Source: an optimization exercise on an open RTL-to-GDS flow (aim: small area). Production flows keep margins and buffers that such runs may drop. RTL that was checked went through simulation tests only; none was proved equivalent to the original. The clock port is modelled as an ideal driver; clocking choices that lean on that would not hold on a real chip. No activity file was given, so power comes from the tool's default toggle rates.

==> v10: inputs <==
Design t1b_ultrasonic, start of the top module:
module t1b_ultrasonic(
    input clk_50M, reset, echo_rx,
    output reg trig,
    output op,
    output wire [15:0] distance_out
);
localparam [8:0] R0 = 9'b000010000, R241 = 9'b011001111;
wire rwrap, r204, r241;
reg        meas;             
localparam [10:0] QP = 11'b00000000000;
localparam [8:0]  RP = 9'b011001111;
reg [10:0] qs;
reg [8:0]  rs;
wire [10:0] q = qs ^ QP;
wire [8:0]  r = rs ^ RP;
reg [8:0]  dreg;
wire [8:0] RNEXT = {r[7:0], ~(r[8] ^ r[4])};
assign rwrap = ((r ^ 9'b110001010) & 9'b001111101) == 9'd0;    
assign r204  = ((r ^ 9'b010011011) & 9'b110110100) == 9'd0;    
assign r241  = ((r ^ 9'b011001111) & 9'b100110111) == 9'd0;    
wire qa    = &q[10:4];
wire ew    = qa & q[3] & q[1] & ~q[0];                             
wire rclr  = load | rwrap;
wire cq    = (rwrap & ~ew) | (qa & q[3] & ~q[1] & q[0] & r204);   
wire mwrap = meas & ~q[10] & q[8] & q[7] & q[5] & q[4] & q[3] & q[2] & r241;  
wire load  = echo_rx & (ew | mwrap);
always @(*)
    trig = qa & ((q[3] & ~q[1]) | (~q[3] & q[2] & q[1] & q[0] & rwrap));
assign distance_out = {{7{&dreg[8:6]}}, dreg};
assign op = (dreg <= 9'd70);
always @(posedge clk_50M or negedge reset) begin
    if (!reset) begin
        meas <= 1'b0;
        qs   <= 11'd2039 ^ QP;
        rs   <= R241 ^ RP;
        dreg <= 9'd0;
    end else begin
        meas <= echo_rx & (meas | ew);
        if (meas & ~echo_rx)
            dreg <= q[8:0];
        rs <= (rclr ? R0 : RNEXT) ^ RP;
        qs <= (load ? 11'h7ff : q + {10'd0, cq}) ^ QP;
    end
end
endmodule
==> module t1b_ultrasonic, before the edit <==
module t1b_ultrasonic(
    input clk_50M, reset, echo_rx,
    output reg trig,
    output op,
    output wire [15:0] distance_out
);
localparam [8:0] R0 = 9'b000010000, R241 = 9'b011001111;
wire rwrap, r204, r241;
reg        meas;             
localparam [10:0] QP = 11'b00000000000;
localparam [8:0]  RP = 9'b011001111;
reg [10:0] qs;
reg [8:0]  rs;
wire [10:0] q = qs ^ QP;
wire [8:0]  r = rs ^ RP;
reg [8:0]  dreg;
wire [8:0] RNEXT = {r[7:0], ~(r[8] ^ r[4])};
assign rwrap = ((r ^ 9'b110001010) & 9'b001111101) == 9'd0;    
assign r204  = ((r ^ 9'b010011011) & 9'b110110100) == 9'd0;    
assign r241  = ((r ^ 9'b011001111) & 9'b100110111) == 9'd0;    
wire qa    = &q[10:4];
wire ew    = qa & q[3] & q[1] & ~q[0];                             
wire rclr  = load | rwrap;
wire cq    = (rwrap & ~ew) | (qa & q[3] & ~q[1] & q[0] & r204);   
wire mwrap = meas & ~q[10] & q[8] & q[7] & q[5] & q[4] & q[3] & q[2] & r241;  
wire load  = echo_rx & (ew | mwrap);
always @(*)
    trig = qa & ((q[3] & ~q[1]) | (~q[3] & q[2] & q[1] & q[0] & rwrap));
assign distance_out = {{7{&dreg[8:6]}}, dreg};
assign op = (dreg <= 9'd70);
always @(posedge clk_50M or negedge reset) begin
    if (!reset) begin
        meas <= 1'b0;
        qs   <= 11'd2039 ^ QP;
        rs   <= R241 ^ RP;
        dreg <= 9'd0;
    end else begin
        meas <= echo_rx & (meas | ew);
        if (meas & ~echo_rx)
            dreg <= q[8:0];
        rs <= (rclr ? R0 : RNEXT) ^ RP;
        qs <= (load ? 11'h7ff : q + {10'd0, cq}) ^ QP;
    end
end
endmodule
==> flow/config.mk <==
export PLATFORM = sky130hd
export DESIGN_NAME = t1b_ultrasonic
export DESIGN_NICKNAME = t1b_ultrasonic
export VERILOG_FILES = /design/flow/design.v
export SDC_FILE = /design/flow/constraint.sdc
export NUM_CORES = 4
export LEC_CHECK = 0
export CAP_MARGIN = 20
export CORE_MARGIN = 2
export CORE_UTILIZATION = 40
export SLEW_MARGIN = 20
export POST_FLOORPLAN_TCL = /design/flow/flow/rmp.tcl
export BUFFER_PORTS_ARGS = -buffer_cell sky130_fd_sc_hd__buf_1
export PRE_CTS_TCL = /design/flow/flow/clkbuf.tcl
export CTS_ARGS = -clk_nets clk_50M
export CLKBUF_CELL = sky130_fd_sc_hd__clkbuf_8
export CLKBUF_N = 2
export CLKROOT_CELL = sky130_fd_sc_hd__clkbuf_1
==> flow/constraint.sdc <==
create_clock -name core_clock -period 20.0 [get_ports {clk_50M}]
set_input_delay 4.0000 -clock core_clock [delete_from_list [all_inputs] [get_ports {clk_50M}]]
set_output_delay 4.0000 -clock core_clock [all_outputs]
set_load 0.01 [all_outputs]
standard.sh (not shown) runs the stock make flow with config.mk's settings and CLKGATE_MAP_FILE= SYNTH_SCRIPT=/design/flow/synth_recipe.tcl, a recipe that flattens the netlist after the stock synthesis.
==> flow/flow/run.sh <==
#!/bin/bash
# Standard ORFS flow (the standard.sh, standard synthesis unchanged) with
# three layout settings changed:
#  - after floorplan, the combinational logic is re-mapped for area with
#    OpenROAD's restructure (flow/rmp.tcl); registers are left as synthesized,
#  - port buffers use the smallest buffer (buf_1) instead of clkdlybuf4s50_1,
#  - the clock tree is one root buffer and CLKBUF_N leaf buffers
#    (flow/clkbuf.tcl) instead of TritonCTS's H-tree.
# Every tool's output goes to the ORFS logs; make's output to standard.log.
set -euo pipefail
here=$(pwd)
cat >> config.mk <<EOC
export POST_FLOORPLAN_TCL = $here/flow/rmp.tcl
export BUFFER_PORTS_ARGS = -buffer_cell sky130_fd_sc_hd__buf_1
export PRE_CTS_TCL = $here/flow/clkbuf.tcl
export CTS_ARGS = -clk_nets clk_50M
export CLKBUF_CELL = sky130_fd_sc_hd__clkbuf_8
export CLKBUF_N = 2
export CLKROOT_CELL = sky130_fd_sc_hd__clkbuf_1
EOC
bash standard.sh > standard.log 2>&1
==> flow/flow/clkbuf.tcl <==
# Pre-CTS hook: a two-level clock tree sized for this small design, in place
# of TritonCTS's H-tree. The clock port drives one root buffer (CLKROOT_CELL),
# which drives CLKBUF_N leaf buffers (CLKBUF_CELL); the register clock pins
# are split into CLKBUF_N groups of nearly equal size by x position, and each
# leaf buffer sits at its group's centroid. CTS then runs with
# -clk_nets clk_50M, sees a single sink and leaves the tree as it is.
set cell  $::env(CLKBUF_CELL)
set nbuf  $::env(CLKBUF_N)
set block [ord::get_db_block]
set clknet [$block findNet clk_50M]
set master [[ord::get_db] findMaster $cell]
set rootm  [[ord::get_db] findMaster $::env(CLKROOT_CELL)]
set sinks {}
foreach it [$clknet getITerms] {
  set bb [[$it getInst] getBBox]
  lappend sinks [list $it [expr {([$bb xMin] + [$bb xMax]) / 2}] [expr {([$bb yMin] + [$bb yMax]) / 2}]]
}
set sinks [lsort -integer -index 1 $sinks]
set n [llength $sinks]
set root [odb::dbInst_create $block $rootm clkbuf_root]
set rootnet [odb::dbNet_create $block clknet_root]
$rootnet setSigType CLOCK
[$root findITerm A] connect $clknet
[$root findITerm X] connect $rootnet
set rx 0; set ry 0
for {set g 0} {$g < $nbuf} {incr g} {
  set lo [expr {$g * $n / $nbuf}]
  set hi [expr {($g + 1) * $n / $nbuf - 1}]
  set inst [odb::dbInst_create $block $master clkbuf_leaf_$g]
  set net [odb::dbNet_create $block clknet_leaf_$g]
  $net setSigType CLOCK
  set sx 0; set sy 0; set k 0
  foreach s [lrange $sinks $lo $hi] {
    lassign $s it x y
    $it disconnect
    $it connect $net
    set sx [expr {$sx + $x}]; set sy [expr {$sy + $y}]; incr k
  }
  [$inst findITerm A] connect $rootnet
  [$inst findITerm X] connect $net
  $inst setLocation [expr {$sx / $k}] [expr {$sy / $k}]
  $inst setPlacementStatus PLACED
  set rx [expr {$rx + $sx / $k}]; set ry [expr {$ry + $sy / $k}]
  puts "clkbuf.tcl: clkbuf_leaf_$g ($cell) drives $k sinks"
}
$root setLocation [expr {$rx / $nbuf}] [expr {$ry / $nbuf}]
$root setPlacementStatus PLACED
detailed_placement
==> flow/flow/libfilter.py <==
#!/usr/bin/env python3
# Writes a copy of a liberty file without the cells whose names match any of
# the given glob patterns (the platform's DONT_USE_CELLS), for restructure,
# which maps to every cell of the liberty file it is given.
import fnmatch, re, sys
src, dst = sys.argv[1], sys.argv[2]
pats = sys.argv[3].split()
text = open(src).read()
out = []
pos = 0
dropped = 0
for m in re.finditer(r'\n\s*cell\s*\(\s*"?([\w]+)"?\s*\)\s*\{', text):
    if m.start() < pos:
        continue
    name = m.group(1)
    if not any(fnmatch.fnmatch(name, p) for p in pats):
        continue
    # find the matching closing brace of this cell group
    depth = 0
    i = m.end() - 1
    while True:
        c = text[i]
        if c == '{':
            depth += 1
        elif c == '}':
            depth -= 1
            if depth == 0:
                break
        i += 1
    out.append(text[pos:m.start()])
    pos = i + 1
    dropped += 1
out.append(text[pos:])
open(dst, 'w').write(''.join(out))
print("libfilter: dropped %d cells" % dropped)
==> flow/flow/rmp.tcl <==
# Post-floorplan hook: area recovery on the combinational logic. Removes the
# buffers that synthesis inserted and re-maps the logic between registers and
# ports for area with OpenROAD's restructure (ABC). Registers are untouched.
# restructure maps to any cell of the liberty file it is given, so it gets a
# copy without the platform's don't-use cells (flow/libfilter.py).
set rmp_lib $::env(OBJECTS_DIR)/restructure.lib
exec python3 [file dirname [info script]]/libfilter.py \
  [lindex $::env(LIB_FILES) 0] $rmp_lib $::env(DONT_USE_CELLS)
remove_buffers
restructure -target area \
  -liberty_file $rmp_lib \
  -tielo_port sky130_fd_sc_hd__conb_1/LO -tiehi_port sky130_fd_sc_hd__conb_1/HI \
  -work_dir $::env(OBJECTS_DIR) -abc_logfile $::env(LOG_DIR)/2_1_restructure_abc.log
report_design_area
==> v16 (differences from v10) <==
==> flow/design.v (replaced) <==
module t1b_ultrasonic(
    input clk_50M, reset, echo_rx,
    output reg trig,
    output op,
    output wire [15:0] distance_out
);
localparam [8:0] R0 = 9'b100000100, R242 = 9'b100001100;
wire rwrap, r204, r241;
reg        started;          
reg        meas;             
reg [10:0] q;
reg [8:0]  rs;                 
wire [8:0] r = rs ^ R0;
reg [8:0]  dreg;
wire [8:0] RNEXT = {r[7:0], ~(r[8] ^ r[4])};
assign rwrap = ((r ^ 9'b011101100) & 9'b011111101) == 9'd0;    
assign r204  = ((r ^ 9'b111010001) & 9'b110100111) == 9'd0;    
assign r241  = ((r ^ 9'b110000110) & 9'b111100011) == 9'd0;    
wire qa    = &q[10:4];
wire ew    = qa & q[3] & q[1] & ~q[0];                             
wire rclr  = load | rwrap;
wire cq    = (rwrap & ~ew) | (qa & q[3] & ~q[1] & q[0] & r204);   
wire mwrap = meas & ~q[10] & q[8] & q[7] & q[5] & q[4] & q[3] & q[2] & r241;  
wire load  = echo_rx & (ew | mwrap);
always @(*)
    trig = started & qa & ((q[3] & ~q[1]) | (~q[3] & q[2] & q[1] & q[0] & rwrap));
assign distance_out = {{7{&dreg[8:6]}}, dreg};
assign op = (dreg <= 9'd70);
always @(posedge clk_50M or negedge reset) begin
    if (!reset) begin
        started <= 1'b0;
        dreg    <= 9'd0;
    end else begin
        started <= 1'b1;
        if (started & meas & ~echo_rx)
            dreg <= q[8:0];
    end
end
wire setq = load | ~started;
wire [8:0] rs_next = (rclr ? R0 : RNEXT) ^ R0;
always @(posedge clk_50M) begin
    meas <= started & echo_rx & (meas | ew);
    rs   <= ~started ? (R242 ^ R0) : rs_next;
    q    <= ((q + {10'd0, cq}) | {11{setq}}) & {7'h7f, started, 3'b111};
end
endmodule
--- a/flow/flow/run.sh
+++ b/flow/flow/run.sh
@@ -3,5 +3,7 @@
 # three layout settings changed:
 #  - after floorplan, the combinational logic is re-mapped for area with
-#    OpenROAD's restructure (flow/rmp.tcl); registers are left as synthesized,
+#    OpenROAD's restructure (flow/rmp.tcl, with the platform's don't-use
+#    cells filtered out of its liberty by flow/libfilter.py); registers are
+#    left as synthesized,
 #  - port buffers use the smallest buffer (buf_1) instead of clkdlybuf4s50_1,
 #  - the clock tree is one root buffer and CLKBUF_N leaf buffers
- GPL_TIMING_DRIVEN: unset -> 0
==> v30 (differences from v10) <==
--- a/flow/design.v
+++ b/flow/design.v
@@ -8,10 +8,6 @@
 wire rwrap, r204, r241;
 reg        meas;             
-localparam [10:0] QP = 11'b00000000000;
-localparam [8:0]  RP = 9'b011001111;
-reg [10:0] qs;
-reg [8:0]  rs;
-wire [10:0] q = qs ^ QP;
-wire [8:0]  r = rs ^ RP;
+reg [10:0] q;
+reg [8:0]  r;
 reg [8:0]  dreg;
 wire [8:0] RNEXT = {r[7:0], ~(r[8] ^ r[4])};
@@ -32,6 +28,6 @@
     if (!reset) begin
         meas <= 1'b0;
-        qs   <= 11'd2039 ^ QP;
-        rs   <= R241 ^ RP;
+        q    <= 11'd2039;
+        r    <= R241;
         dreg <= 9'd0;
     end else begin
@@ -39,6 +35,6 @@
         if (meas & ~echo_rx)
             dreg <= q[8:0];
-        rs <= (rclr ? R0 : RNEXT) ^ RP;
-        qs <= (load ? 11'h7ff : q + {10'd0, cq}) ^ QP;
+        r <= rclr ? R0 : RNEXT;
+        q <= load ? 11'h7ff : q + {10'd0, cq};
     end
 end
==> flow/flow/run.sh (replaced) <==
#!/bin/bash
# Standard ORFS flow (the standard.sh, standard synthesis unchanged) with
# three layout settings changed:
#  - port buffers use the smallest buffer (buf_1) instead of clkdlybuf4s50_1,
#  - the clock tree is a single level of CLKBUF_N buffers (flow/clkbuf.tcl),
#  - power recovery downsizes gates that have slack to spare.
# Every tool's output goes to the ORFS logs; make's output to standard.log.
set -euo pipefail
here=$(pwd)
cat >> config.mk <<EOC
export BUFFER_PORTS_ARGS = -buffer_cell sky130_fd_sc_hd__buf_1
export PRE_CTS_TCL = $here/flow/clkbuf.tcl
export CTS_ARGS = -clk_nets clk_50M
export CLKBUF_CELL = sky130_fd_sc_hd__clkbuf_8
export CLKBUF_N = 2
export RECOVER_POWER = 100
EOC
bash standard.sh > standard.log 2>&1
==> flow/flow/clkbuf.tcl (replaced) <==
# Pre-CTS hook: drive the registers' clock pins from a few clock buffers fed
# straight from the clock port (balanced, one level), instead of TritonCTS's
# H-tree, which is oversized for a design this small. The sinks are split
# into CLKBUF_N groups of nearly equal size by x position; each buffer sits
# at its group's centroid. CTS then runs with -clk_nets clk_50M and finds
# nothing left to do.
set cell  $::env(CLKBUF_CELL)
set nbuf  $::env(CLKBUF_N)
set block [ord::get_db_block]
set clknet [$block findNet clk_50M]
set master [[ord::get_db] findMaster $cell]
set sinks {}
foreach it [$clknet getITerms] {
  set bb [[$it getInst] getBBox]
  lappend sinks [list $it [expr {([$bb xMin] + [$bb xMax]) / 2}] [expr {([$bb yMin] + [$bb yMax]) / 2}]]
}
set sinks [lsort -integer -index 1 $sinks]
set n [llength $sinks]
for {set g 0} {$g < $nbuf} {incr g} {
  set lo [expr {$g * $n / $nbuf}]
  set hi [expr {($g + 1) * $n / $nbuf - 1}]
  set inst [odb::dbInst_create $block $master clkbuf_root_$g]
  set net [odb::dbNet_create $block clknet_root_$g]
  $net setSigType CLOCK
  set sx 0; set sy 0; set k 0
  foreach s [lrange $sinks $lo $hi] {
    lassign $s it x y
    $it disconnect
    $it connect $net
    set sx [expr {$sx + $x}]; set sy [expr {$sy + $y}]; incr k
  }
  [$inst findITerm A] connect $clknet
  [$inst findITerm X] connect $net
  $inst setLocation [expr {$sx / $k}] [expr {$sy / $k}]
  $inst setPlacementStatus PLACED
  puts "clkbuf.tcl: clkbuf_root_$g ($cell) drives $k sinks"
}
detailed_placement
- CLKROOT_CELL: sky130_fd_sc_hd__clkbuf_1 -> unset
- POST_FLOORPLAN_TCL: /design/flow/flow/rmp.tcl -> unset
- RECOVER_POWER: unset -> 100
removed: flow/flow/libfilter.py
removed: flow/flow/rmp.tcl
==> v39 (differences from v10) <==
--- a/flow/flow/run.sh
+++ b/flow/flow/run.sh
@@ -3,5 +3,7 @@
 # three layout settings changed:
 #  - after floorplan, the combinational logic is re-mapped for area with
-#    OpenROAD's restructure (flow/rmp.tcl); registers are left as synthesized,
+#    OpenROAD's restructure (flow/rmp.tcl, with the platform's don't-use
+#    cells filtered out of its liberty by flow/libfilter.py); registers are
+#    left as synthesized,
 #  - port buffers use the smallest buffer (buf_1) instead of clkdlybuf4s50_1,
 #  - the clock tree is one root buffer and CLKBUF_N leaf buffers
- GPL_TIMING_DRIVEN: unset -> 0
==> impl_results.md <==
* Net count after synthesis at between 100 and 150
* Outcome: complete, but fails checks
* Final Max Slew Viols at 52
* Max-Cap Viols at 2
* Layout violations: max-capacitance violations, max-slew violations
The numbers above come from v30.

==> impl_results.md <==
* Outcome: finished clean
* Fraction of power spent switching nets at 20.1%
* Worst setup path end: trig
* Final Max Slew Viols at 0
* Count of multi-input combinational gates at 67
* Placement row count at 21
* Max-Cap Viols at 0
* Per-cell via count in the routed design at 4.98
The numbers above come from v39.

==> impl_results.md <==
* Outcome: finished clean
* Net count after synthesis at 126
* Max-Cap Viols at 0
* Leading cell types in the layout, fill and taps excluded: dfrtp_1, buf_1, clkinv_1
* Met2 Resource Use GR at between 20% and 30%
* Final Max Slew Viols at 0
The numbers above come from v10.

==> impl_results.md <==
* Outcome: finished clean
* Fraction of power spent switching nets at 28.4%
* FMAX at 149 MHz
* Max-Cap Viols at 0
* Net count after synthesis at 145
* Most instantiated flip-flop cell in the synthesis netlist: dfxtp_1
* Final Max Slew Viols at 0
The numbers above come from v16.

Function not checked in v16: the RTL went through the layout flow alone.

[separate check: timing with driven ports]
The flow's constraints put no driver on any port. The routed layouts listed below were extracted and timed again, unchanged, in two steps. Step 1 sets driving cells, clkbuf_16 on the clock port and buf_2 on the other inputs (assumed; they add their load-dependent delay and slew). Step 2 times the ports against the registers' clock, not the clock port: input delays grow and output delays shrink by t, the midpoint of the rising clock arrivals with the driver on. a / b / c = ideal ports / drivers / drivers and shift; a / b = the first two.
run | t (ns) | setup slack, ns | worst setup path after step 2 | worst slew at a driven data input, ns | cell pins on the clock port's net
v10 | 0.386 | 13.401 / 13.380 / 13.766 | register to output | 0.03 | 1
v16 | 0.362 | 13.291 / 13.269 / 13.632 | register to output | 0.03 | 1
v30 | 0.414 | 13.986 / 13.964 / 14.378 | register to output | 0.03 | 1
v39 | 0.371 | 13.407 / 13.387 / 13.758 | register to output | 0.03 | 1
